This design comes from an exercise in tuning for small area, a short achievable clock period and few clock cycles per item on the open sky130 flow, not from production work.
At most, simulation tests tie the RTL to the original design; equivalence was not proved.
Power and IR drop assume default switching activity.

## north
==> flow/design.v (excerpt) <==
module Complex_Multiplier (
	input clk,
	input rst,
	input signed  [7:0] Re_in_1,
	input signed  [7:0] Im_in_1,
	input signed  [7:0] Re_in_2,
	input signed  [7:0] Im_in_2,
	input signed  [1:0] data_valid_in,
	output signed [15:0] Re_out,
	output signed [15:0] Im_out,
	output signed [1:0] data_valid_out
);
  ...
clock: 5.0 ns
lec_check: 0
cap_margin: 20
core_margin: 2
core_utilization: 60
cts_buf_list: sky130_fd_sc_hd__clkbuf_4 sky130_fd_sc_hd__clkbuf_8
setup_slack_margin: 1.1
slew_margin: 20
synth_hierarchical: 1
standard.sh (not shown) runs the stock make flow with config.mk's settings and CLKGATE_MAP_FILE= SYNTH_SCRIPT=/design/flow/synth_recipe.tcl, a recipe that flattens the netlist after the stock synthesis.
==> flow/flow/run.sh <==
#!/bin/bash
# The standard ORFS flow (standard.sh) with two changes:
#  - port buffers are sky130_fd_sc_hd__buf_2 cells instead of the default
#    delay buffers;
#  - before floorplanning, combinational cells start at drive strength 1
#    (flow/downsize.tcl); the flow's repair steps upsize where needed.
# Each tool's log stays under orfs/logs/; make's own output goes to run_make.log.
set -euo pipefail
here=$(pwd)
bash standard.sh \
  "BUFFER_PORTS_ARGS=-buffer_cell sky130_fd_sc_hd__buf_2" \
  "PRE_FLOORPLAN_TCL=$here/flow/downsize.tcl" \
  finish > run_make.log 2>&1
==> flow/flow/downsize.tcl <==
# PRE_FLOORPLAN hook: start every combinational cell of the synthesized netlist
# at drive strength 1; the flow's own repair steps upsize cells where timing
# or slew needs it. Flip-flops keep the cell synthesis gave them.
set n_down 0
foreach inst [get_cells *] {
  set ref [get_property $inst ref_name]
  if { [regexp {^(sky130_fd_sc_hd__[a-z0-9]+)_([0-9]+)$} $ref -> base size] } {
    if { $size <= 1 || [string match "*__df*" $base] || [string match "*__conb*" $base] } {
      continue
    }
    set cand [get_lib_cells -quiet */${base}_1]
    if { [llength $cand] > 0 } {
      replace_cell $inst [lindex $cand 0]
      incr n_down
    }
  }
}
puts "downsize.tcl: $n_down cells set to drive strength 1"
north: flow completed, timing, DRC and antenna clean
The inputs of south differ from those of north as listed below.
- swapping 1.1 for 1.2 in SETUP_SLACK_MARGIN
==> flow/flow/run.sh <==
#!/bin/bash
# The standard ORFS flow (standard.sh) with these changes:
#  - port buffers are sky130_fd_sc_hd__buf_2 cells instead of the default
#    delay buffers;
#  - before floorplanning, combinational cells start at drive strength 1
#    (flow/downsize.tcl); the flow's repair steps upsize where needed;
#  - extra make variables, one per line, from flow/make_args.txt if present.
# Each tool's log stays under orfs/logs/; make's own output goes to run_make.log.
set -euo pipefail
here=$(pwd)
extra=()
if [[ -f flow/make_args.txt ]]; then
  while IFS= read -r line; do
    [[ -n "$line" ]] && extra+=("$line")
  done < flow/make_args.txt
fi
bash standard.sh \
  "BUFFER_PORTS_ARGS=-buffer_cell sky130_fd_sc_hd__buf_2" \
  "PRE_FLOORPLAN_TCL=$here/flow/downsize.tcl" \
  "${extra[@]}" \
  finish > run_make.log 2>&1
==> flow/flow/make_args.txt (new file) <==
RECOVER_POWER=100
[summary]
- Higher wire length of the first global-routing pass was reported by north, not south.
- The higher clock-buffer cell count of south and north is in north.
- Re worst hold slack: south is 0.018 ns down on north.
- Of south and north, north shows the higher setup slack, with south below it.
- Cmp south and north / part of the power in the clock network / higher: south
- Cmp south and north / overall power consumption / lower: south
- Diff north -> south | final critical delay including setup and external delays | increase of 0.45 ns
Input changes introduced in east (baseline for comparison: south):
- swapping 60 for 65 in CORE_UTILIZATION
==> flow/flow/run.sh <==
#!/bin/bash
# The standard ORFS flow (standard.sh) with two changes:
#  - port buffers are sky130_fd_sc_hd__buf_2 cells instead of the default
#    delay buffers;
#  - before floorplanning, combinational cells start at drive strength 1
#    (flow/downsize.tcl); the flow's repair steps upsize where needed.
# Each tool's log stays under orfs/logs/; make's own output goes to run_make.log.
set -euo pipefail
here=$(pwd)
bash standard.sh \
  "BUFFER_PORTS_ARGS=-buffer_cell sky130_fd_sc_hd__buf_2" \
  "PRE_FLOORPLAN_TCL=$here/flow/downsize.tcl" \
  finish > run_make.log 2>&1
removed: flow/flow/make_args.txt
Notes after the runs:
- Aggregate global-route resource usage ends up higher on east.
- east against south; power consumed by the clock network is down by more than 10%.
- Comparing east and south, the higher proportion of power drawn by combinational gates was measured on east.
- south → east: total met3 wirelength after detailed routing decreased 7.5%, switching power of the nets dropped 1.5%.
- Per the comparison of east with south, final cell area excluding filler cells saw an increase; count of routing violations after the opening detailed-route iteration saw little to no change; fraction of standard cell area that is sequential saw a decrease; global-route wire length before repair saw a decrease.
Input changes introduced in west (baseline for comparison: east):
- CORE_UTILIZATION: 65 -> 75
Results
On wire length on met2: between west and east, it ends up lower for east.
Re_in_2[5] as the start point of the critical path was reported by east, and Re_in_2[3] by west.
Compared with east, in west met3 usage in global routing shows an increase of 0.46 points, final critical delay including setup and external delays now larger, number of stages on the worst setup path now larger, post-layout instance count excluding filler cells increased by 3 relative to the old numbers.
Comparing the two runs side by side, west comes out behind east on clock power.
west vs east — sequential share of layout area dropped 0.45 points.
[compare] base=east new=west: transition time at the pin with the least slew margin grew by 0.17 ns; design area grew by about 3.3%.
No run of this note included a check of the RTL's function; only the layout flow was run.


## build 33
Another version of the RTL of Complex_Multiplier (not shown whole).
Size: ~730 cells after synthesis, roughly 70 I/O pins.
==> flow/design.v (excerpt) <==
module Complex_Multiplier (
	input clk,
	input rst,
	input signed  [7:0] Re_in_1,
	input signed  [7:0] Im_in_1,
	input signed  [7:0] Re_in_2,
	input signed  [7:0] Im_in_2,
	input signed  [1:0] data_valid_in,
	output signed [15:0] Re_out,
	output signed [15:0] Im_out,
	output signed [1:0] data_valid_out
);
Settings: LEC_CHECK=0, CAP_MARGIN=20, CORE_MARGIN=2, CORE_UTILIZATION=40, CTS_BUF_LIST=sky130_fd_sc_hd__clkbuf_4 sky130_fd_sc_hd__clkbuf_8, SETUP_SLACK_MARGIN=1.6, SLEW_MARGIN=20, SYNTH_HIERARCHICAL=1; clock period 5.0 ns.
==> flow/flow/run.sh <==
#!/bin/bash
# The standard ORFS flow (standard.sh) with two changes:
#  - port buffers are sky130_fd_sc_hd__buf_2 cells instead of the default
#    delay buffers;
#  - before floorplanning, combinational cells start at drive strength 1
#    (flow/downsize.tcl); the flow's repair steps upsize where needed.
# Each tool's log stays under orfs/logs/; make's own output goes to run_make.log.
set -euo pipefail
here=$(pwd)
bash standard.sh \
  "BUFFER_PORTS_ARGS=-buffer_cell sky130_fd_sc_hd__buf_2" \
  "PRE_FLOORPLAN_TCL=$here/flow/downsize.tcl" \
  finish > run_make.log 2>&1
Scripts as last shown in full above: flow/flow/downsize.tcl
Testbench counts of build 33, summed over its fixed seeds: cycles 2,400, items 2,400.
Here is what was changed in the inputs of build 84 compared with build 33.
- a change of SETUP_SLACK_MARGIN from 1.6 to 1.2
[diff] power after layout, build 84 relative to build 33: improvement
Compared with build 33, build 84 shows a clock network power share that is 2.2 points higher.
Build 84 vs build 33, number of antenna cells inserted went up by 1.
Here is what was changed in the inputs of build 37 compared with build 84.
- SETUP_SLACK_MARGIN removed (was 1.2)
## What came out
Compared to build 84, build 37 has count of instances resized after the clock tree is built 11 lower. Taking build 84 as the reference, in build 37 data required time at the worst endpoint stayed essentially flat, sequential share of layout area up 0.69 points, layout sequential cell count comparable, worst-case setup margin in the final layout lost 0.43 ns, global-route usage lower. Compare build 84 and build 37 | worst-path maximum fanout lower: build 84. Against build 84, build 37 reports a clock-buffer cell count that is higher. For the number of global-route vias before repair, build 37 came in 67 lower than build 84 did. Summary: with build 84 as the reference, via density per instance in build 37 moved down slightly.
[inputs] build 48 vs build 37
- CTS_BUF_LIST no longer set, was sky130_fd_sc_hd__clkbuf_4 sky130_fd_sc_hd__clkbuf_8
--- outcome ---
Summary of build 48 over build 37: relative contribution of sequential cells to total power saw a decrease; total length of routed met3 wires saw a decrease; leakage component of the power saw an increase; maximum frequency saw little to no change. Mean routed wirelength per cell of build 48 is on par with build 37. Comparing build 48 against build 37, there is no change at all in total number of nets in the final design. Looking only at vias per cell, and setting everything else aside, the lower value of build 37 and build 48 goes to build 37. The post-layout minimum cycle time number comes out higher for build 48 vs build 37.


Another version of the RTL of Complex_Multiplier (not shown whole).
clock: 5.0 ns
lec_check: 0
cap_margin: 20
core_margin: 2
core_utilization: 60
cts_buf_list: sky130_fd_sc_hd__clkbuf_4 sky130_fd_sc_hd__clkbuf_8
setup_slack_margin: 1.2
slew_margin: 20
synth_hierarchical: 1
==> flow/flow/run.sh <==
#!/bin/bash
# The standard ORFS flow (standard.sh) with these changes:
#  - port buffers are sky130_fd_sc_hd__buf_1 cells instead of the default
#    delay buffers;
#  - before floorplanning, combinational cells start at drive strength 1
#    (flow/downsize.tcl); the flow's repair steps upsize where needed;
#  - extra make variables, one per line, from flow/make_args.txt if present.
# Each tool's log stays under orfs/logs/; make's own output goes to run_make.log.
set -euo pipefail
here=$(pwd)
extra=()
if [[ -f flow/make_args.txt ]]; then
  while IFS= read -r line; do
    [[ -n "$line" ]] && extra+=("$line")
  done < flow/make_args.txt
fi
bash standard.sh \
  "BUFFER_PORTS_ARGS=-buffer_cell sky130_fd_sc_hd__buf_1" \
  "PRE_FLOORPLAN_TCL=$here/flow/downsize.tcl" \
  "${extra[@]}" \
  finish > run_make.log 2>&1
Scripts as last shown in full above: flow/flow/downsize.tcl
Then changed:
--- a/flow/flow/run.sh
+++ b/flow/flow/run.sh
@@ -3 +3 @@
-#  - port buffers are sky130_fd_sc_hd__buf_1 cells instead of the default
+#  - port buffers are sky130_fd_sc_hd__buf_2 cells instead of the default
@@ -18 +18 @@
-  "BUFFER_PORTS_ARGS=-buffer_cell sky130_fd_sc_hd__buf_1" \
+  "BUFFER_PORTS_ARGS=-buffer_cell sky130_fd_sc_hd__buf_2" \
--- a/flow/config.mk
+++ b/flow/config.mk
@@ -12 +11,0 @@
-export SETUP_SLACK_MARGIN = 1.2
Effect: The changed run produced a clean layout. Design area drops by 5.1%. Routed wire length drops by 4.9%. Die area stays the same. Cell count drops by 3.5%. Via count drops by 3.5%.
Then changed:
--- a/flow/config.mk
+++ b/flow/config.mk
@@ -10 +10 @@
-export CORE_UTILIZATION = 60
+export CORE_UTILIZATION = 45
@@ -11,0 +12,2 @@
+export PLACE_DENSITY = 0.75
+export SETUP_SLACK_MARGIN = 1.2
Cell count came out higher by a little under a tenth.
Total power falls slightly.
Non-clock buffer count climbs by 12.
Maximum frequency climbs by about a fifth.
Combinational power is about the same.
Setup slack gains 0.57 ns.
Then changed:
--- a/flow/config.mk
+++ b/flow/config.mk
@@ -10 +10 @@
-export CORE_UTILIZATION = 45
+export CORE_UTILIZATION = 60
@@ -12 +12 @@
-export PLACE_DENSITY = 0.75
+export GPL_ROUTABILITY_DRIVEN = 0
=>
- The changed run ran to the end with no violations
- critical path depth is unchanged
- wire length increases by 6.4%
- global-route usage went up by 8.9 points
- combinational power is higher by about 1%
- die area fell by 24%
- synthesized cell count does not change
- power increases by 2.0%
- via count is higher by 0.92%
- design area rises by 0.37%
No functional check of the RTL was part of any run of this note.

==> static timing again, ports no longer ideal <==
In the flow no input, the clock included, has a driving cell. The finished layouts below were timed again as built, in two steps. Step 1: set_driving_cell puts a clkbuf_16 on clk and a buf_2 on each other input, an assumption about the parent block. Step 2, shift: input delay + t, output delay - t, t = (earliest + latest rising clock arrival at the registers) / 2. This alone moves slack from input paths to output paths. Slacks: ideal / step 1 / step 2; pairs: ideal / step 1.
run | t, ns | setup slack, ns | worst data-port slew with drivers (ns)
north | 0.389 | 1.207 / 1.211 / 0.822 | 0.05
south | 0.401 | 0.756 / 0.766 / 0.365 | 0.05
east | 0.392 | 1.252 / 1.266 / 0.874 | 0.05
west | 0.381 | 1.102 / 1.056 / 0.676 | 0.11
build 33 | 0.406 | 1.541 / 1.487 / 1.081 | 0.09
build 84 | 0.401 | 1.265 / 1.216 / 0.815 | 0.11
build 37 | 0.396 | 0.834 / 0.844 / 0.449 | 0.04
build 48 | 0.378 | 0.828 / 0.842 / 0.464 | 0.04
the first run of note 3 | 0.399 | 1.273 / 1.271 / 0.872 | 0.04
the second run of note 3 | 0.388 | 0.718 / 0.730 / 0.342 | 0.05
the third run of note 3 | 0.386 | 1.292 / 1.277 / 0.891 | 0.06
the fourth run of note 3 | 0.398 | 1.276 / 1.274 / 0.876 | 0.05
After both steps setup and hold are still met in every run listed. For build 33, which loses most, drivers alone change the setup slack by -0.054 ns; drivers and shift together by -0.460 ns.
